Source: an optimization exercise on an open RTL-to-GDS flow (aim: a short achievable clock period and few clock cycles). Production flows keep margins and buffers that such runs may drop. The RTL was checked by simulation tests, not by an equivalence proof against the original design. Power is estimated from default activity; no workload was simulated.

### flow/flow/run.sh
#!/bin/bash
set -euo pipefail
bash standard.sh SETUP_SLACK_MARGIN=7 finish > standard_make.log 2>&1
### flow/standard.sh
#!/bin/bash
# synth_recipe.tcl (not shown) runs the flow's synth.tcl, then flattens the netlist and writes it again
# the make line also repeats each setting of config.mk as NAME=value (left out here)
make -C /OpenROAD-flow-scripts/flow DESIGN_CONFIG=/design/flow/config.mk WORK_HOME=/design/flow/orfs CLKGATE_MAP_FILE= SYNTH_SCRIPT=/design/flow/synth_recipe.tcl "${@:-finish}"
### flow/config.mk
export PLATFORM = sky130hd
export DESIGN_NAME = TopLevelPipe
export DESIGN_NICKNAME = TopLevelPipe
export VERILOG_FILES = /design/flow/design.v
export SDC_FILE = /design/flow/constraint.sdc
export NUM_CORES = 4
export LEC_CHECK = 0
export ABC_CLOCK_PERIOD_IN_PS = 2500
export CAP_MARGIN = 20
export CORE_MARGIN = 2
export CORE_UTILIZATION = 33
export SLEW_MARGIN = 20
### flow/constraint.sdc
create_clock -name core_clock -period 10.0 [get_ports {clk}]
set_input_delay 2.0000 -clock core_clock [delete_from_list [all_inputs] [get_ports {clk}]]
set_output_delay 2.0000 -clock core_clock [all_outputs]
set_load 0.01 [all_outputs]
### flow/design.v
module TopLevelPipe(input clk, rst,
	output [31:0] imem_addr, input [31:0] imem_rdata,
	output [31:0] dmem_addr, output [31:0] dmem_wdata, output dmem_we, input [31:0] dmem_rdata);
	reg  [31:0] pcF;         
	reg  [31:0] pcO;         
	assign imem_addr = pcO;
	wire [31:0] ins = imem_rdata;
	wire [6:0] op  = ins[6:0];
	wire [2:0] f3  = ins[14:12];
	wire [4:0] rs1 = ins[19:15];
	wire [4:0] rs2 = ins[24:20];
	wire [4:0] rd  = ins[11:7];
	wire isR    = op == 7'b0110011;
	wire isI    = op == 7'b0010011;
	wire isLW   = op == 7'b0000011;
	wire isSW   = op == 7'b0100011;
	wire isB    = op == 7'b1100011;
	wire isJAL  = op == 7'b1101111;
	wire isJALR = op == 7'b1100111;
	wire isLUI  = op == 7'b0110111;
	wire [31:0] immI = {{20{ins[31]}}, ins[31:20]};
	wire [31:0] immS = {{20{ins[31]}}, ins[31:25], ins[11:7]};
	wire [31:0] immB = {{19{ins[31]}}, ins[31], ins[7], ins[30:25], ins[11:8], 1'b0};
	wire [31:0] immJ = {{11{ins[31]}}, ins[31], ins[19:12], ins[20], ins[30:21], 1'b0};
	wire [31:0] immU = {ins[31:12], 12'b0};
	wire [31:0] immT = isJAL ? immJ : immB;
	wire usesRs1 = isR | isI | isLW | isSW | isB | isJALR;
	wire usesRs2 = isR | isSW | isB;
	wire useImm  = isI | isLW | isJALR | isSW;
	wire regWr   = (isR | isI | isLW | isJAL | isJALR | isLUI) & (rd != 5'd0);
	localparam BHI = 5, BTI = 5, BHN = 1 << BHI, BTN = 1 << BTI;
	reg  [1:0]  bht [0:BHN-1];      
	reg  [BTN-1:0] btv;
	reg  [29:0] btt [0:BTN-1];
	wire [BTN-1:0] bts = 1 << pcF[BTI+1:2];
	reg         bdis, bhit, bh1, bh0;
	reg  [29:0] btr;
	always @* begin : tables
		integer i;
		bdis = 1'b0; bhit = 1'b0; bh1 = 1'b0; bh0 = 1'b0; btr = 30'd0;
		for (i = 0; i < BTN; i = i + 1) begin
			bdis = bdis | (bts[i] & bht[i][1]);
			bhit = bhit | (bts[i] & btv[i]);
			bh1  = bh1 | (bts[i] & btv[i] & ~bht[i][1]);    
			bh0  = bh0 | (bts[i] & btv[i] & bht[i][1]);     
			btr  = btr | ({30{bts[i]}} & btt[i]);
		end
	end
	wire [31:0] btgt = {btr, 2'b00};
	wire stat  = ins[31] | (f3 == 3'b001);
	wire predT = isJAL | (isB & (stat ^ bdis));
	wire [31:0] pc4F = pcF + 32'd4;
	wire [31:0] jpred = bhit ? btgt : pc4F;
	reg         vE, rwE, ldE, swE, brE, brqE, jalE, jalrE, predTE, bUsedE;
	reg  [2:0]  f3E;
	reg  [4:0]  rdE;
	reg  [7:0]  aluE;        
	reg  [31:0] aE, bE, sE, passE, pcE, immE, jpredE;
	reg  [BHI-1:0] bhiE, bhiM;
	reg  [BTI-1:0] btiE, btiM;
	reg         statE;
	reg         redirR;      
	reg         fixSelR;     
	reg  [31:0] fixAR, fixBR;
	reg         fdRedirR;    
	reg  [31:0] tpcR, timmR;  
	reg         rwM, mwM, ldM;
	reg  [4:0]  rdM;
	reg  [31:0] resM, sdM, daM;
	reg         bupM, boutM, tupM;
	reg  [29:0] ttgtM;
	reg  [31:0] rf [1:31];
	wire [31:0] wbM = ldM ? dmem_rdata : resM;
	wire [31:0] s1 = 1 << rs1, s2 = 1 << rs2;
	reg  [31:0] rd1, rd2;
	always @* begin : rfread
		integer i;
		rd1 = 32'd0; rd2 = 32'd0;
		for (i = 1; i < 32; i = i + 1) begin
			rd1 = rd1 | ({32{s1[i]}} & rf[i]);
			rd2 = rd2 | ({32{s2[i]}} & rf[i]);
		end
	end
	wire [31:0] rf1 = (rwM && rdM == rs1) ? wbM : rd1;    
	wire [31:0] rf2 = (rwM && rdM == rs2) ? wbM : rd2;
	wire stall = ldE & ((usesRs1 & rs1 == rdE) | (usesRs2 & rs2 == rdE));
	wire fwdE = rwE & ~ldE;
	wire fwdA = fwdE & (rdE == rs1);
	wire fwdB = fwdE & (rdE == rs2) & ~useImm;
	wire fwdS = fwdE & (rdE == rs2);
	wire vEk = vE & ~redirR;             
	wire [31:0] a  = aE;
	wire [31:0] b  = bE;
	wire [31:0] sum  = a + b;
	wire [31:0] diff = a - b;
	wire        lt   = {~a[31], a[30:0]} < {~b[31], b[30:0]};
	wire        ltu  = a < b;
	wire        eq   = a == b;
	wire [31:0] res = ({32{aluE[0]}} & sum) | ({32{aluE[1]}} & diff) | ({32{aluE[2]}} & (a & b)) |
	                  ({32{aluE[3]}} & (a | b)) | ({32{aluE[4]}} & (a ^ b)) |
	                  {31'd0, (aluE[5] & lt) | (aluE[6] & ltu)} | ({32{aluE[7]}} & passE);
	wire cond  = (f3E == 3'b000) ? eq : (f3E == 3'b001) ? ~eq : (f3E == 3'b100) ? lt : (f3E == 3'b101) ? ~lt : 1'b0;
	wire [31:0] tgtE = pcE + immE;
	wire [31:0] pc4E = pcE + 32'd4;
	wire [31:0] jx = a ^ b ^ jpredE;
	wire [31:0] jg = (a & b) | ((a ^ b) & ~jpredE);
	wire jok = (jx == {jg[30:0], 1'b0});
	wire [31:0] tx = pcE ^ immE ^ jpredE;
	wire [31:0] tg = (pcE & immE) | ((pcE ^ immE) & ~jpredE);
	wire tok = (tx == {tg[30:0], 1'b0});
	wire condq = f3E[0] ? ~eq : eq;      
	wire redirQ = vEk & ((brqE & (condq ^ predTE)) | (jalrE & ~jok));
	wire [31:0] fixQ = jalrE ? sum : condq ? tgtE : pc4E;
	wire redirE = vEk & ((brE & ~brqE & (cond ^ predTE)) | ((jalE | (brE & cond)) & bUsedE & ~tok));
	wire [31:0] fixA = tgtE;                  
	wire [7:0] aluD;
	assign aluD[0] = ((isR | isI) & f3 == 3'b000 & ~(isR & ins[30])) | isLW | isSW;
	assign aluD[1] = isR & f3 == 3'b000 & ins[30];
	assign aluD[2] = (isR | isI) & f3 == 3'b111;
	assign aluD[3] = (isR | isI) & f3 == 3'b110;
	assign aluD[4] = (isR | isI) & f3 == 3'b100;
	assign aluD[5] = (isR | isI) & f3 == 3'b010;
	assign aluD[6] = (isR | isI) & f3 == 3'b011;
	assign aluD[7] = isJAL | isJALR | isLUI;
	wire go = ~rst & ~redirR & ~redirQ & ~fdRedirR & ~stall;    
	wire useB = ((isJAL | isJALR) & bhit) | (isB & (stat ? bh1 : bh0));    
	wire [31:0] tgtR = tpcR + timmR;
	wire selB = go & useB;
	wire [31:0] fixR = fixSelR ? fixBR : fixAR;
	wire [31:0] nextF = selB ? btgt : rst ? 32'd0 : redirR ? fixR : redirQ ? fixQ : fdRedirR ? tgtR : stall ? pcO : pc4F;
	wire [31:0] nextO = selB ? btgt : rst ? 32'd0 : redirR ? fixR : redirQ ? fixQ : fdRedirR ? tgtR : stall ? pcF : pcO + 32'd4;
	always @(posedge clk) begin
		pcF <= nextF;
		pcO <= nextO;
		fdRedirR <= go & predT & ~bhit;
		tpcR     <= pcF;
		timmR    <= immT;
		vE    <= go;
		rwE   <= go & regWr;
		ldE   <= go & isLW & (rd != 5'd0);
		swE   <= go & isSW;
		brE   <= go & isB;
		brqE  <= go & isB & ~f3[2];
		jalE  <= go & isJAL;
		jalrE <= go & isJALR;
		predTE <= predT;
		bUsedE <= predT & bhit;
		f3E   <= f3;
		rdE   <= rd;
		aluE  <= aluD;
		aE    <= fwdA ? res : rf1;
		bE    <= fwdB ? res : useImm ? (isSW ? immS : immI) : rf2;
		sE    <= fwdS ? res : rf2;
		passE <= isLUI ? immU : pc4F;
		pcE   <= pcF;
		immE  <= immT;
		jpredE <= jpred;
		bhiE  <= pcF[BHI+1:2];
		btiE  <= pcF[BTI+1:2];
		statE <= stat;
		redirR <= ~rst & redirE;
		fixSelR <= brE & ~cond;
		fixAR  <= fixA;
		fixBR  <= pc4E;
		rwM  <= ~rst & vEk & rwE;
		mwM  <= ~rst & vEk & swE;
		ldM  <= ldE;
		rdM  <= rdE;
		resM <= res;
		daM  <= sum;                     
		sdM  <= sE;
		bupM  <= ~rst & vEk & brE;
		boutM <= cond ^ statE;           
		bhiM  <= bhiE;
		tupM  <= ~rst & vEk & (jalE | jalrE | (brE & cond));
		btiM  <= btiE;
		ttgtM <= jalrE ? sum[31:2] : tgtE[31:2];
		if (rst) begin : rs
			integer i;
			for (i = 0; i < BHN; i = i + 1) bht[i] <= 2'd0;
			btv <= 0;
		end else begin
			if (bupM) bht[bhiM] <= boutM ? (bht[bhiM] == 2'd3 ? 2'd3 : bht[bhiM] + 2'd1)
			                             : (bht[bhiM] == 2'd0 ? 2'd0 : bht[bhiM] - 2'd1);
			if (tupM) begin btv[btiM] <= 1'b1; btt[btiM] <= ttgtM; end
		end
		if (rwM) rf[rdM] <= wbM;
	end
	assign dmem_addr  = daM;
	assign dmem_wdata = sdM;
	assign dmem_we    = mwM;
endmodule
==> results of run 1 <==
[kinds of logic after synthesis]
logic type | share of synthesized area
xor gates and xnor gates | 0.0199
buffers and inverters | 0.0262
adders and majority gates | 0.0281
DFF | 0.656
muxes | 0.0198
AOI/OAI and AO/OA | 0.163
and+or+nand+nor | 0.0864
[worst max path at each step]
stage | start | end | cells past startpoint
after CTS | pcF[2]$_DFF_P_ | pcO[28]$_DFF_P_ | 14
after global routing | bE[5]$_DFF_P_ | pcO[31]$_DFF_P_ | 15
final | bE[5]$_DFF_P_ | pcO[31]$_DFF_P_ | 15
after global placement | imem_rdata[19] | pcO[28]$_DFF_P_ | 10
after detailed placement | imem_rdata[19] | pcO[28]$_DFF_P_ | 10
after floorplan | imem_rdata[3] | pcF[28]$_DFF_P_ | 9
[power groups by stage]
stage	Sequential (uW)	Clock [uW]	Combinational (uW)
finish	12100	10800	4350
global route	12100	11200	4430
CTS	12100	10700	3730
detailed placement	12300	0	2730
global placement	12300	0	2730
floorplan	12100	0	1460
[cell usage after synthesis, drive strengths merged (64+ instances only)]
cell type  count  area, sq um
edfxtp      2016        60500
a22oi        949         7120
nor2         593         2230
dfxtp        543        10900
nand2        522         1960
clkbuf       461         1730
a21oi        268         1340
a221oi       263         2300
nand3        241         1210
a22o         236         2070
inv          217          815
o21ai        201         1010
nand4        191         1190
xnor2        171         1500
ha           140         1750
mux2          85          957
mux2i         84          841
xor2          76          666
nor3          74          370
buf           72          303
a21o          68          510
a222oi        64          641
fa            64         1280
[through the flow]
stage	std cells	util	power (uW)
final	14068	0.447	27300
after global routing	14026	0.446	27700
after CTS	13769	0.431	26600
after detailed placement	12568	0.361	15000
after global placement	12568	0.361	15000
after floorplan	8322	-	13600
[cell type report]
type	instances	area (sq um)	area share
antenna	52	130	0.000889
clock buffer	365	7690	0.0526
clock inverter	140	1700	0.0116
inverter	217	840	0.00574
multi-input combinational	5015	41800	0.286
sequential	2559	71800	0.491
tap	4346	5440	0.0372
timing repair buffer	1373	16900	0.116
timing repair inverter	1	7.51	0.0000513
[critical path: cells and delay by family, from the launching register on]
| kind | cells | cell delay, ns |
|---|---|---|
| compound gates | 4 | 0.60 |
| flops | 1 | 0.40 |
| xor+xnor | 1 | 0.19 |
| simple gates | 5 | 1.47 |
| fa+ha+maj | 1 | 0.52 |
| buf+inv | 4 | 0.68 |
[routing by layer]
metal	GRT usage	up-vias	wire, microns
met5	0.0104	-	867
met4	0.234	45	57500
met3	0.168	3312	102000
met2	0.470	10420	235000
met1	0.399	46722	195000
li1	-	35176	-
[what timing repair did]
action                                  in CTS  in global routing
cloned                                      62                 24
endpoints found under the setup margin    1493                949
pin swaps                                  391                318
resized for setup                         2041                579
setup buffers                              634                223
==> run_summary.xml, run 1 <==
<?xml version="1.0" encoding="UTF-8"?>
<metrics>
  <group name="clock_tree">
    <metric name="cts_max_path_buffers" unit="">4</metric>
    <metric name="cts_buffers" unit="">280</metric>
    <metric name="cts_sinks" unit="">2559</metric>
    <metric name="htree_levels" unit="">5</metric>
    <metric name="tritoncts" unit="">built</metric>
    <metric name="clkLatencyLatePin" unit="ns">0.98</metric>
    <metric name="clock-root-buffer" unit="">sky130_fd_sc_hd__clkbuf_16</metric>
    <metric name="clkSlewWorstSetupHoldPaths" unit="ns">0.06</metric>
    <metric name="hold_buffer_count_at_cts" unit="">0</metric>
  </group>
  <group name="critical_path">
    <metric name="critPathLaunchType" unit="">flop</metric>
    <metric name="ff2ff_setup_slack" unit="ns">6.03</metric>
    <metric name="crit_type" unit="">reg2reg</metric>
    <metric name="arrival" unit="ns">4.86</metric>
    <metric name="worst-endpoint-required" unit="ns">10.89</metric>
    <metric name="register_to_register_path_depth" unit="">15</metric>
    <metric name="cp_slowest_stage_delay" unit="ns">0.52</metric>
    <metric name="path_cells" unit="">buf_6 -&gt; fa_1 -&gt; xnor2_2 -&gt; nor4_4 -&gt; nand3_2 -&gt; nor4_2 -&gt; buf_4 -&gt; o22ai_4 -&gt; a21o_4 -&gt; or4_4 -&gt; nor2_4 -&gt; buf_12 -&gt; clkbuf_16 -&gt; o2bb2ai_4 -&gt; a21o_1</metric>
    <metric name="crit-reg2reg-launch" unit="">bE[5]$_DFF_P_</metric>
    <metric name="worstPathMaxFanout" unit="">7</metric>
    <metric name="regToRegEndpoint" unit="">pcO[31]$_DFF_P_</metric>
    <metric name="worst_setup_path_end_kind" unit="">flop</metric>
    <metric name="cpMaxStageDelayCell" unit="">sky130_fd_sc_hd__fa_1</metric>
  </group>
  <group name="placement">
    <metric name="port_buffers" unit="">162</metric>
    <metric name="placed_cell_area" unit="sq um">118000</metric>
    <metric name="detailedPlace.worstSlack" unit="ns">3.07</metric>
    <metric name="post-dp-hpwl" unit="mm">304</metric>
    <metric name="routabilityCongestion" unit="">1.01</metric>
  </group>
  <group name="min_path">
    <metric name="number_of_stages_on_the_worst_hold_path" unit="">0</metric>
    <metric name="hold_path_startpoint" unit="">sE[28]$_DFF_P_</metric>
    <metric name="holdCritPathClass" unit="">reg2reg</metric>
    <metric name="hold_path_end" unit="">sdM[28]$_DFF_P_</metric>
  </group>
  <group name="yosys">
    <metric name="postSynthNetCount" unit="">8592</metric>
    <metric name="synth-async-reset-ratio" unit="">0</metric>
    <metric name="avgSynthCellArea" unit="sq um">13.1</metric>
    <metric name="synth_enable_flop_cells" unit="">2016</metric>
    <metric name="synth-main-ff-cell" unit="">sky130_fd_sc_hd__edfxtp_1</metric>
    <metric name="syn-instance-count" unit="">8322</metric>
    <metric name="synthesis.area" unit="sq um">109000</metric>
    <metric name="ys_seq_elements" unit="">2559</metric>
    <metric name="yosys_warnings" unit="">1</metric>
    <metric name="synth.yosys.seq_area_share" unit="">0.656</metric>
    <metric name="synth_cell_type_count" unit="">90</metric>
  </group>
  <group name="route">
    <metric name="routed_wire_length_per_instance" unit="microns">42.0</metric>
    <metric name="postRouteWirelength" unit="mm">591</metric>
    <metric name="first_iter_violations" unit="">22034</metric>
    <metric name="length_of_the_first_detailed_routing_pass_in_iterations" unit="">31</metric>
    <metric name="final_antenna_net_count" unit="">0</metric>
    <metric name="vias_per_cell" unit="">6.80</metric>
    <metric name="routed-via-count" unit="">95675</metric>
    <metric name="drt_drc_violations_left" unit="">0</metric>
  </group>
  <group name="sta">
    <metric name="finalClockSkew" unit="ns">0.0660</metric>
    <metric name="timing.final.crit_share" unit="">0.397</metric>
    <metric name="rsz0062_at_grt" unit="">true</metric>
    <metric name="final_slew_violations" unit="">0</metric>
    <metric name="worst_slew_margin_rel" unit="">0.148</metric>
    <metric name="fmax" unit="MHz">252</metric>
    <metric name="holdWs" unit="ns">0.328</metric>
    <metric name="worst_pin_slew" unit="ns">1.28</metric>
    <metric name="final_hold_viol_count" unit="">0</metric>
    <metric name="setup_violations" unit="">0</metric>
    <metric name="fin_crit" unit="ns">3.97</metric>
    <metric name="tns" unit="ns">0</metric>
    <metric name="setup_ws" unit="ns">6.03</metric>
  </group>
  <group name="power_and_ir_drop">
    <metric name="cellPowerDensity" unit="nW/um^2">187</metric>
    <metric name="power.leakage" unit="uW">0.0520</metric>
    <metric name="netSwitchingPower" unit="uW">7630</metric>
    <metric name="sw_frac_of_total" unit="">0.279</metric>
    <metric name="power.clock.fraction" unit="">0.397</metric>
    <metric name="p_seq_frac" unit="">0.444</metric>
    <metric name="ir_worst_vdd" unit="mV">0.136</metric>
    <metric name="power_report.internal_total" unit="uW">19700</metric>
    <metric name="combPwrFrac" unit="">0.159</metric>
  </group>
  <group name="global_routing">
    <metric name="grt_pass1_vias" unit="">87845</metric>
    <metric name="grt_start_max_net_pins" unit="">72</metric>
    <metric name="globalRoute.totalOverflow" unit="">0</metric>
    <metric name="track_usage" unit="">0.336</metric>
    <metric name="grt_pass1_wl" unit="mm">766</metric>
    <metric name="initial_antenna_violation_count" unit="">51</metric>
  </group>
  <group name="final_layout">
    <metric name="layout_commonest_cell" unit="">sky130_fd_sc_hd__edfxtp_1</metric>
    <metric name="finalInstanceArea" unit="sq um">146000</metric>
    <metric name="largest_register" unit="">rf</metric>
    <metric name="final_cell_mix" unit="">sky130_fd_sc_hd__edfxtp_1, sky130_fd_sc_hd__a22oi_1, sky130_fd_sc_hd__buf_4, sky130_fd_sc_hd__nand2_1, sky130_fd_sc_hd__nor2_1</metric>
    <metric name="layout-area-overhead-vs-synth" unit="%">34.5</metric>
    <metric name="fin_nets" unit="">9717</metric>
    <metric name="final.fill_count" unit="">28540</metric>
    <metric name="largest_reg_flops" unit="">992</metric>
    <metric name="drive_gt1_frac" unit="">0.320</metric>
    <metric name="largest_registers" unit="">rf (992), btt (960), bht (64)</metric>
  </group>
  <group name="floorplanning">
    <metric name="pin_count" unit="">163</metric>
    <metric name="initial_core_util" unit="">0.332</metric>
    <metric name="num_rows" unit="">210</metric>
    <metric name="dieArea" unit="sq um">334000</metric>
    <metric name="core_region_area" unit="sq um">328000</metric>
    <metric name="die-height" unit="microns">578</metric>
    <metric name="dieWidth" unit="microns">578</metric>
  </group>
  <group name="status">
    <metric name="run_status" unit="">finished clean</metric>
  </group>
  <group name="run">
    <metric name="drv.max_cap_violation_count" unit="">0</metric>
  </group>
</metrics>
Testbench counts, summed over its fixed seeds: cycles 31,023.
==> run 2, diff against run 1 <==
--- a/flow/config.mk
+++ b/flow/config.mk
@@ -8,5 +8,6 @@
 export ABC_CLOCK_PERIOD_IN_PS = 2500
 export CAP_MARGIN = 20
 export CORE_MARGIN = 2
-export CORE_UTILIZATION = 33
+export CORE_UTILIZATION = 40
+export PLACE_DENSITY = 0.45
 export SLEW_MARGIN = 20
==> run_summary.xml, run 2 <==
<?xml version="1.0" encoding="UTF-8"?>
<metrics>
  <group name="sta">
    <metric name="worst_slew_margin_rel" unit="">0.222</metric>
    <metric name="final_hold_viol_count" unit="">0</metric>
    <metric name="fmax" unit="MHz">238</metric>
    <metric name="finalClockSkew" unit="ns">0.0840</metric>
    <metric name="fin_crit" unit="ns">4.20</metric>
    <metric name="final_slew_violations" unit="">0</metric>
    <metric name="tns" unit="ns">0</metric>
    <metric name="setup_violations" unit="">0</metric>
    <metric name="rsz0062_at_grt" unit="">true</metric>
    <metric name="timing.final.crit_share" unit="">0.420</metric>
    <metric name="worst_pin_slew" unit="ns">1.17</metric>
  </group>
  <group name="power_and_ir_drop">
    <metric name="netSwitchingPower" unit="uW">7550</metric>
    <metric name="p_seq_frac" unit="">0.446</metric>
    <metric name="cellPowerDensity" unit="nW/um^2">186</metric>
    <metric name="ir_worst_vdd" unit="mV">0.144</metric>
    <metric name="combPwrFrac" unit="">0.165</metric>
    <metric name="power.leakage" unit="uW">0.0521</metric>
    <metric name="power.clock.fraction" unit="">0.389</metric>
    <metric name="power_report.internal_total" unit="uW">19500</metric>
    <metric name="sw_frac_of_total" unit="">0.279</metric>
  </group>
  <group name="final_layout">
    <metric name="layout_commonest_cell" unit="">sky130_fd_sc_hd__edfxtp_1</metric>
    <metric name="finalInstanceArea" unit="sq um">146000</metric>
    <metric name="layout-area-overhead-vs-synth" unit="%">33.8</metric>
    <metric name="drive_gt1_frac" unit="">0.325</metric>
    <metric name="largest_registers" unit="">rf (992), btt (960), bht (64)</metric>
    <metric name="final_cell_mix" unit="">sky130_fd_sc_hd__edfxtp_1, sky130_fd_sc_hd__a22oi_1, sky130_fd_sc_hd__buf_4, sky130_fd_sc_hd__nand2_1, sky130_fd_sc_hd__nor2_1</metric>
    <metric name="largest_register" unit="">rf</metric>
    <metric name="largest_reg_flops" unit="">992</metric>
    <metric name="final.fill_count" unit="">22490</metric>
    <metric name="fin_nets" unit="">9729</metric>
  </group>
  <group name="clock_tree">
    <metric name="hold_buffer_count_at_cts" unit="">0</metric>
    <metric name="htree_levels" unit="">5</metric>
    <metric name="cts_sinks" unit="">2559</metric>
    <metric name="clock-root-buffer" unit="">sky130_fd_sc_hd__clkbuf_16</metric>
    <metric name="tritoncts" unit="">built</metric>
    <metric name="cts_buffers" unit="">288</metric>
    <metric name="cts_max_path_buffers" unit="">4</metric>
    <metric name="clkLatencyLatePin" unit="ns">0.95</metric>
    <metric name="clkSlewWorstSetupHoldPaths" unit="ns">0.06</metric>
  </group>
  <group name="critical_path">
    <metric name="worst-endpoint-required" unit="ns">10.83</metric>
    <metric name="ff2ff_setup_slack" unit="ns">6.01</metric>
    <metric name="critPathLaunchType" unit="">primary input</metric>
    <metric name="register_to_register_path_depth" unit="">14</metric>
    <metric name="regToRegEndpoint" unit="">ldE$_DFF_P_</metric>
    <metric name="worst_setup_path_end_kind" unit="">flop</metric>
    <metric name="setup.worst_path.end" unit="">pcF[28]$_DFF_P_</metric>
    <metric name="crit-reg2reg-launch" unit="">aE[5]$_DFF_P_</metric>
    <metric name="arrival" unit="ns">5.02</metric>
    <metric name="crit_type" unit="">in2reg</metric>
    <metric name="worstPathMaxFanout" unit="">4</metric>
    <metric name="critPathLaunch" unit="">imem_rdata[31]</metric>
  </group>
  <group name="global_routing">
    <metric name="grt_pass1_vias" unit="">85594</metric>
    <metric name="track_usage" unit="">0.420</metric>
    <metric name="initial_antenna_violation_count" unit="">44</metric>
    <metric name="globalRoute.totalOverflow" unit="">0</metric>
    <metric name="grt_start_max_net_pins" unit="">80</metric>
    <metric name="grt_pass1_wl" unit="mm">785</metric>
  </group>
  <group name="floorplanning">
    <metric name="die-height" unit="microns">526</metric>
    <metric name="dieWidth" unit="microns">526</metric>
    <metric name="core_region_area" unit="sq um">271000</metric>
    <metric name="dieArea" unit="sq um">276000</metric>
    <metric name="num_rows" unit="">191</metric>
    <metric name="pin_count" unit="">163</metric>
    <metric name="initial_core_util" unit="">0.402</metric>
  </group>
  <group name="route">
    <metric name="routed-via-count" unit="">90565</metric>
    <metric name="drt_drc_violations_left" unit="">0</metric>
    <metric name="routed_wire_length_per_instance" unit="microns">45.3</metric>
    <metric name="first_iter_violations" unit="">15331</metric>
    <metric name="vias_per_cell" unit="">6.82</metric>
    <metric name="final_antenna_net_count" unit="">0</metric>
    <metric name="postRouteWirelength" unit="mm">601</metric>
    <metric name="length_of_the_first_detailed_routing_pass_in_iterations" unit="">12</metric>
  </group>
  <group name="yosys">
    <metric name="synth.yosys.seq_area_share" unit="">0.656</metric>
    <metric name="avgSynthCellArea" unit="sq um">13.1</metric>
    <metric name="synth_top_cell_by_area" unit="">sky130_fd_sc_hd__edfxtp_1</metric>
    <metric name="postSynthNetCount" unit="">8592</metric>
    <metric name="synth_enable_flop_cells" unit="">2016</metric>
    <metric name="synthesis.area" unit="sq um">109000</metric>
    <metric name="synth_cell_type_count" unit="">90</metric>
    <metric name="ys_seq_elements" unit="">2559</metric>
    <metric name="syn-instance-count" unit="">8322</metric>
    <metric name="post_synth_main_area_contributors" unit="">sky130_fd_sc_hd__edfxtp_1, sky130_fd_sc_hd__dfxtp_1, sky130_fd_sc_hd__a22oi_1</metric>
    <metric name="synth_commonest_cells" unit="">sky130_fd_sc_hd__edfxtp_1, sky130_fd_sc_hd__a22oi_1, sky130_fd_sc_hd__nor2_1, sky130_fd_sc_hd__dfxtp_1, sky130_fd_sc_hd__nand2_1</metric>
    <metric name="yosysTopAreaCellShare" unit="">0.556</metric>
    <metric name="synth-main-ff-cell" unit="">sky130_fd_sc_hd__edfxtp_1</metric>
    <metric name="synth_most_common_cell" unit="">sky130_fd_sc_hd__edfxtp_1</metric>
    <metric name="yosys_warnings" unit="">1</metric>
    <metric name="synth-async-reset-ratio" unit="">0</metric>
  </group>
  <group name="placement">
    <metric name="post-dp-hpwl" unit="mm">341</metric>
    <metric name="port_buffers" unit="">162</metric>
    <metric name="routabilityCongestion" unit="">0.980</metric>
    <metric name="placed_cell_area" unit="sq um">117000</metric>
  </group>
  <group name="min_path">
    <metric name="holdCritPathClass" unit="">reg2reg</metric>
  </group>
  <group name="run">
    <metric name="drv.max_cap_violation_count" unit="">0</metric>
  </group>
  <group name="status">
    <metric name="run_status" unit="">finished clean</metric>
  </group>
</metrics>
[run 2: cell counts after synthesis]
No cell type changed its count.
[run 2: repair_timing]
action	4_1_cts	5_1_grt
cloned	52	9
setup buffers	660	210
pin swaps	505	342
setup endpoints to repair	1635	871
gates resized for setup	2216	515
[run 2: worst min-delay path by stage]
stage | start | end | slack [ns] | cells past startpoint
final | sE[0]$_DFF_P_ | sdM[0]$_DFF_P_ | 0.33 | 0
after global routing | sE[7]$_DFF_P_ | sdM[7]$_DFF_P_ | 0.33 | 0
after CTS | sE[15]$_DFF_P_ | sdM[15]$_DFF_P_ | 0.33 | 0
after detailed placement | sE[15]$_DFF_P_ | sdM[15]$_DFF_P_ | 0.31 | 0
after global placement | sE[26]$_DFF_P_ | sdM[26]$_DFF_P_ | 0.31 | 0
after floorplan | sE[0]$_DFF_P_ | sdM[0]$_DFF_P_ | 0.31 | 0
[run 2: critical path: stages]
cell,delay (ns)
sky130_fd_sc_hd__buf_6,0.10
sky130_fd_sc_hd__buf_12,0.13
sky130_fd_sc_hd__a21oi_4,0.32
sky130_fd_sc_hd__o311ai_2,0.17
sky130_fd_sc_hd__a211oi_2,0.19
sky130_fd_sc_hd__nand4_1,0.43
sky130_fd_sc_hd__a32oi_4,0.43
sky130_fd_sc_hd__o41ai_4,0.14
sky130_fd_sc_hd__buf_12,0.19
sky130_fd_sc_hd__or2_4,0.25
sky130_fd_sc_hd__or4_4,0.50
sky130_fd_sc_hd__o21ai_1,0.15
[run 2: cell type report]
| class | count | area, sq um | share of cell area |
|---|---|---|---|
| diodes | 21 | 52.6 | 0.000361 |
| clock buffers | 384 | 8010 | 0.0550 |
| clock inverters | 134 | 1120 | 0.00772 |
| inverters | 217 | 857 | 0.00589 |
| multi-input cells | 5014 | 42400 | 0.291 |
| flip-flops and latches | 2559 | 71700 | 0.493 |
| well taps | 3570 | 4470 | 0.0307 |
| repair buffers | 1377 | 17000 | 0.117 |
| repair inverters | 2 | 15.0 | 0.000103 |
[run 2: power by group through the flow]
stage / registers (uW) / logic [uW] / clock network (uW)
floorplan: 12100 / 1460 / 0
global placement: 12300 / 2870 / 0
detailed placement: 12300 / 2880 / 0
CTS: 12000 / 3930 / 10600
global route: 12100 / 4560 / 11000
finish: 12100 / 4470 / 10500
[run 2: per-layer routing]
metal / vias to the layer above / GRT usage / part of all wire
met4: 48 / 0.265 / 0.083
met3: 2255 / 0.127 / 0.12
met2: 7296 / 0.634 / 0.43
met1: 45819 / 0.526 / 0.37
met5: - / 0 / 0.00060
li1: 35147 / - / -
[run 2: cell families (layout without fill, tap and decap cells)]
family                     count (synthesis)  count (layout)  synth area share
adders and majority gates                206             206            0.0281
AOI/OAI and AO/OA                       2404            2404             0.163
and+or+nand+nor                         1971            1972            0.0864
buffers and inverters                    750            2114            0.0262
muxes                                    185             185            0.0198
xor gates and xnor gates                 247             247            0.0199
other                                      0              21                 0
DFF                                     2559            2559             0.656
[run 2: per-stage QoR]
stage,instances,setup slack (ns),util,power (uW),hold slack [ns]
final,13278,5.80,0.538,27000,0.325
after global routing,13262,5.87,0.538,27600,0.330
after CTS,13038,6.01,0.521,26500,0.326
after detailed placement,11808,3.45,0.434,15100,0.312
after global placement,11804,3.46,0.434,15100,0.311
after floorplan,8322,5.79,-,13600,0.310
==> run 3, diff against run 2 <==
--- a/flow/design.v
+++ b/flow/design.v
@@ -109,10 +109,11 @@
 	wire [31:0] tg = (pcE & immE) | ((pcE ^ immE) & ~jpredE);
 	wire tok = (tx == {tg[30:0], 1'b0});
 	wire condq = f3E[0] ? ~eq : eq;      
-	wire redirQ = vEk & ((brqE & (condq ^ predTE)) | (jalrE & ~jok));
-	wire [31:0] fixQ = jalrE ? sum : condq ? tgtE : pc4E;
-	wire redirE = vEk & ((brE & ~brqE & (cond ^ predTE)) | ((jalE | (brE & cond)) & bUsedE & ~tok));
-	wire [31:0] fixA = tgtE;                  
+	wire redirQ = vEk & brqE & (condq ^ predTE);
+	wire [31:0] fixQ = condq ? tgtE : pc4E;
+	wire redirE = vEk & ((brE & ~brqE & (cond ^ predTE)) | ((jalE | (brE & cond)) & bUsedE & ~tok) |
+	                     (jalrE & ~jok));
+	wire [31:0] fixA = jalrE ? sum : tgtE;    
 	wire [7:0] aluD;
 	assign aluD[0] = ((isR | isI) & f3 == 3'b000 & ~(isR & ins[30])) | isLW | isSW;
 	assign aluD[1] = isR & f3 == 3'b000 & ins[30];
--- a/flow/config.mk
+++ b/flow/config.mk
@@ -9,5 +9,5 @@
 export CAP_MARGIN = 20
 export CORE_MARGIN = 2
 export CORE_UTILIZATION = 40
-export PLACE_DENSITY = 0.45
+export PLACE_DENSITY = 0.5
 export SLEW_MARGIN = 20
==> run_summary.xml, run 3 <==
<?xml version="1.0" encoding="UTF-8"?>
<metrics>
  <group name="clock_tree">
    <metric name="cts_max_path_buffers" unit="">4</metric>
    <metric name="clkSlewWorstSetupHoldPaths" unit="ns">0.06</metric>
    <metric name="tritoncts" unit="">built</metric>
    <metric name="htree_levels" unit="">5</metric>
    <metric name="clkLatencyLatePin" unit="ns">0.98</metric>
    <metric name="clock-root-buffer" unit="">sky130_fd_sc_hd__clkbuf_16</metric>
    <metric name="hold_buffer_count_at_cts" unit="">0</metric>
    <metric name="cts_sinks" unit="">2530</metric>
    <metric name="cts_buffers" unit="">282</metric>
  </group>
  <group name="final_layout">
    <metric name="final.fill_count" unit="">21877</metric>
    <metric name="largest_registers" unit="">rf (992), btt (960), bht (64)</metric>
    <metric name="final_cell_mix" unit="">sky130_fd_sc_hd__edfxtp_1, sky130_fd_sc_hd__a22oi_1, sky130_fd_sc_hd__nand2_1, sky130_fd_sc_hd__buf_4, sky130_fd_sc_hd__nor2_1</metric>
    <metric name="largest_reg_flops" unit="">992</metric>
    <metric name="drive_gt1_frac" unit="">0.343</metric>
    <metric name="layout-area-overhead-vs-synth" unit="%">36.0</metric>
    <metric name="area.sequential" unit="sq um">71200</metric>
    <metric name="fin_nets" unit="">9880</metric>
    <metric name="fin_util" unit="">0.546</metric>
    <metric name="area_of_the_multi_input_gates" unit="sq um">43300</metric>
    <metric name="largest_register" unit="">rf</metric>
    <metric name="layout_commonest_cell" unit="">sky130_fd_sc_hd__edfxtp_1</metric>
  </group>
  <group name="min_path">
    <metric name="holdCritPathClass" unit="">reg2reg</metric>
    <metric name="hold_path_end" unit="">sdM[19]$_DFF_P_</metric>
    <metric name="hold_path_startpoint" unit="">sE[19]$_DFF_P_</metric>
    <metric name="number_of_stages_on_the_worst_hold_path" unit="">0</metric>
  </group>
  <group name="global_routing">
    <metric name="grt_pass1_vias" unit="">87955</metric>
    <metric name="initial_antenna_violation_count" unit="">53</metric>
    <metric name="global_route.peak_usage_layer" unit="">met2</metric>
    <metric name="grtUsageMet2" unit="">0.609</metric>
    <metric name="grt_start_max_net_pins" unit="">56</metric>
    <metric name="globalRouteMet1Util" unit="">0.509</metric>
    <metric name="track_usage" unit="">0.423</metric>
    <metric name="globalRoute.totalOverflow" unit="">0</metric>
    <metric name="grt_pass1_wl" unit="mm">790</metric>
    <metric name="groute.layer.met3.usage" unit="">0.168</metric>
  </group>
  <group name="yosys">
    <metric name="synth_commonest_cells" unit="">sky130_fd_sc_hd__edfxtp_1, sky130_fd_sc_hd__a22oi_1, sky130_fd_sc_hd__nand2_1, sky130_fd_sc_hd__nor2_1, sky130_fd_sc_hd__dfxtp_1</metric>
    <metric name="postSynthNetCount" unit="">8680</metric>
    <metric name="avgSynthCellArea" unit="sq um">12.9</metric>
    <metric name="synth_cell_type_count" unit="">94</metric>
    <metric name="synth-main-ff-cell" unit="">sky130_fd_sc_hd__edfxtp_1</metric>
    <metric name="post_synth_mux_area_share" unit="">0.0173</metric>
    <metric name="post_synth_and_or_nand_nor_area_fraction" unit="">0.0949</metric>
    <metric name="synth_top_family_by_area" unit="">compound AO/OA/AOI/OAI gates</metric>
    <metric name="synth_most_common_cell" unit="">sky130_fd_sc_hd__edfxtp_1</metric>
    <metric name="synthesis.area" unit="sq um">108000</metric>
    <metric name="synth_compound_area_frac" unit="">0.160</metric>
    <metric name="fraction_of_synthesized_cell_area_in_xor_and_xnor_cells" unit="">0.0199</metric>
    <metric name="yosys_warnings" unit="">1</metric>
    <metric name="yosys.area_share.adder" unit="">0.0282</metric>
    <metric name="yosysTopAreaCellShare" unit="">0.559</metric>
    <metric name="synth_enable_flop_cells" unit="">2016</metric>
    <metric name="syn-instance-count" unit="">8410</metric>
    <metric name="synth-async-reset-ratio" unit="">0</metric>
    <metric name="ys_seq_elements" unit="">2530</metric>
    <metric name="synth.yosys.seq_area_share" unit="">0.654</metric>
    <metric name="synth_top_cell_by_area" unit="">sky130_fd_sc_hd__edfxtp_1</metric>
    <metric name="post_synth_main_area_contributors" unit="">sky130_fd_sc_hd__edfxtp_1, sky130_fd_sc_hd__dfxtp_1, sky130_fd_sc_hd__a22oi_1</metric>
  </group>
  <group name="status">
    <metric name="run_status" unit="">finished clean</metric>
  </group>
  <group name="sta">
    <metric name="setup_violations" unit="">0</metric>
    <metric name="worst_pin_slew" unit="ns">1.25</metric>
    <metric name="rsz0062_at_grt" unit="">true</metric>
    <metric name="fin_crit" unit="ns">3.82</metric>
    <metric name="fmax" unit="MHz">262</metric>
    <metric name="final_slew_violations" unit="">0</metric>
    <metric name="worst_slew_margin_rel" unit="">0.165</metric>
    <metric name="tns" unit="ns">0</metric>
    <metric name="final_hold_viol_count" unit="">0</metric>
    <metric name="timing.final.crit_share" unit="">0.382</metric>
    <metric name="finalClockSkew" unit="ns">0.0877</metric>
    <metric name="setup_ws" unit="ns">6.18</metric>
  </group>
  <group name="critical_path">
    <metric name="cpMaxStageDelayCell" unit="">sky130_fd_sc_hd__or3b_4</metric>
    <metric name="cpLargestDelayFamily" unit="">simple AND/OR/NAND/NOR gates</metric>
    <metric name="regToRegEndpoint" unit="">pcF[22]$_DFF_P_</metric>
    <metric name="worstPathMaxFanout" unit="">10</metric>
    <metric name="path_cells" unit="">buf_12 -&gt; buf_12 -&gt; or3b_4 -&gt; buf_6 -&gt; nor2_4 -&gt; buf_12 -&gt; buf_12 -&gt; a22oi_1 -&gt; nand2_1 -&gt; nor4_2 -&gt; and3_1 -&gt; nand3_4 -&gt; o211ai_1 -&gt; o21ai_1</metric>
    <metric name="worst-endpoint-required" unit="ns">10.82</metric>
    <metric name="worst_setup_path_end_kind" unit="">flop</metric>
    <metric name="arrival" unit="ns">4.64</metric>
    <metric name="ff2ff_setup_slack" unit="ns">6.32</metric>
    <metric name="crit-reg2reg-launch" unit="">aE[12]$_DFF_P_</metric>
    <metric name="cp_slowest_stage_delay" unit="ns">0.32</metric>
    <metric name="crit_type" unit="">in2reg</metric>
    <metric name="critPathLaunchType" unit="">primary input</metric>
    <metric name="worstPathBufferInverterCount" unit="">5</metric>
    <metric name="cp_common_cell" unit="">sky130_fd_sc_hd__buf_12</metric>
    <metric name="register_to_register_path_depth" unit="">16</metric>
    <metric name="critPathLaunch" unit="">imem_rdata[15]</metric>
  </group>
  <group name="floorplanning">
    <metric name="initial_core_util" unit="">0.401</metric>
    <metric name="core_region_area" unit="sq um">270000</metric>
    <metric name="dieWidth" unit="microns">524</metric>
    <metric name="die-height" unit="microns">524</metric>
    <metric name="pin_count" unit="">163</metric>
    <metric name="dieArea" unit="sq um">275000</metric>
    <metric name="num_rows" unit="">191</metric>
  </group>
  <group name="placement">
    <metric name="port_buffers" unit="">162</metric>
    <metric name="routabilityCongestion" unit="">1.02</metric>
    <metric name="detailedPlace.worstSlack" unit="ns">3.52</metric>
    <metric name="post-dp-hpwl" unit="mm">319</metric>
  </group>
  <group name="power_and_ir_drop">
    <metric name="power.leakage" unit="uW">0.0530</metric>
    <metric name="ir_worst_vdd" unit="mV">0.162</metric>
    <metric name="cellPowerDensity" unit="nW/um^2">182</metric>
  </group>
  <group name="route">
    <metric name="routed-via-count" unit="">95383</metric>
    <metric name="drt_drc_violations_left" unit="">0</metric>
    <metric name="first_iter_violations" unit="">20249</metric>
    <metric name="final_antenna_net_count" unit="">0</metric>
    <metric name="vias_per_cell" unit="">7.09</metric>
    <metric name="length_of_the_first_detailed_routing_pass_in_iterations" unit="">22</metric>
    <metric name="routed_wire_length_per_instance" unit="microns">45.3</metric>
    <metric name="postRouteWirelength" unit="mm">610</metric>
  </group>
  <group name="run">
    <metric name="drv.max_cap_violation_count" unit="">0</metric>
  </group>
</metrics>
-- run 3: cell types whose count changed after synthesis, sizes merged, moves of 56 or more --
| cell | before | now |
|---|---|---|
| a22oi | 949 | 1149 |
| nand2 | 522 | 713 |
| a221oi | 263 | 151 |
| a22o | 236 | 140 |
| nand4 | 191 | 129 |
| a21oi | 268 | 212 |
-- run 3: metal layers --
metal	part of all wire	up-vias	wire, microns
met5	0.0015	-	888
met4	0.10	56	61400
li1	-	35493	-
met2	0.41	9432	251000
met1	0.34	47169	209000
met3	0.14	3233	87500
-- run 3: cells by family (layout without fill, tap and decap cells) --
kind of cell,after synthesis,count (layout)
XOR/XNOR,244,244
buffers and inverters,736,2148
AO/OA/AOI/OAI,2363,2363
other,0,49
multiplexers,156,156
adder cells (fa/ha/maj),206,206
flip-flops,2530,2530
AND/OR/NAND/NOR,2175,2186
-- run 3: worst max-delay path by stage --
stage                          endpoint  slack (ns)  depth (start not counted)
floorplan           btt[0][0]$_DFFE_PP_        6.14                          4
global placement        pcO[31]$_DFF_P_        3.57                         11
detailed placement      pcO[31]$_DFF_P_        3.52                         11
CTS                       bE[8]$_DFF_P_        6.39                         13
global route              bE[8]$_DFF_P_        6.21                         13
finish                    aE[3]$_DFF_P_        6.18                         14
-- run 3: what timing repair did --
action	in CTS	in global routing
gates resized for setup	2385	661
cloned	97	14
pin swaps	558	509
setup buffers	660	227
endpoints found under the setup margin	1468	1055
-- run 3: through the flow --
step / hold slack [ns] / instances / instance area [sq um] / total power (uW)
detailed placement: 0.312 / 11898 / 116000 / 14900
global route: 0.325 / 13411 / 147000 / 27400
global placement: 0.313 / 11890 / 116000 / 14900
CTS: 0.322 / 13162 / 142000 / 26200
floorplan: 0.310 / 8410 / 111000 / 13400
finish: 0.325 / 13452 / 147000 / 26900
-- run 3: report_power, final --
group	switching [uW]	internal [uW]	total, uW
Clock	4560	6100	10700
Sequential	270	11600	11900
Combinational	2680	1690	4370
Total	7500	19400	26900
-- run 3: area by class of cell --
type | instances | share of cell area
flip-flops and latches | 2530 | 0.483
multi-input cells | 5155 | 0.294
well taps | 3570 | 0.0303
diodes | 49 | 0.000832
clock inverters | 158 | 0.0111
inverters | 203 | 0.00552
repair buffers | 1438 | 0.124
clock buffers | 349 | 0.0515
Testbench counts of run 3, summed over its fixed seeds: cycles 31,134.

==> re-timing with driven ports <==
No port has a modelled driver above. Below, the same layouts with a new extraction and two added sets of constraints.
Step 1: set_driving_cell puts a clkbuf_16 on clk and a buf_2 on each other input, an assumption about the parent block.
Step 2 times the ports against the registers' clock, not the clock port: input delays grow and output delays shrink by t, the midpoint of the rising clock arrivals with the driver on.
a / b / c = no drivers / after step 1 / after step 2; a / b = the first two.
run | t, ns | slack for setup (ns) | latest minus earliest clock arrival (ns)
run 1 | 1.065 | 6.033 / 6.033 / 4.995 | 0.069 / 0.069
run 2 | 1.013 | 5.804 / 5.794 / 4.781 | 0.089 / 0.088
run 3 | 1.056 | 6.182 / 6.137 / 5.081 | 0.105 / 0.104
After both steps setup and hold are still met in every run listed. For run 3, which loses most, drivers alone change the setup slack by -0.045 ns; drivers and shift together by -1.101 ns.
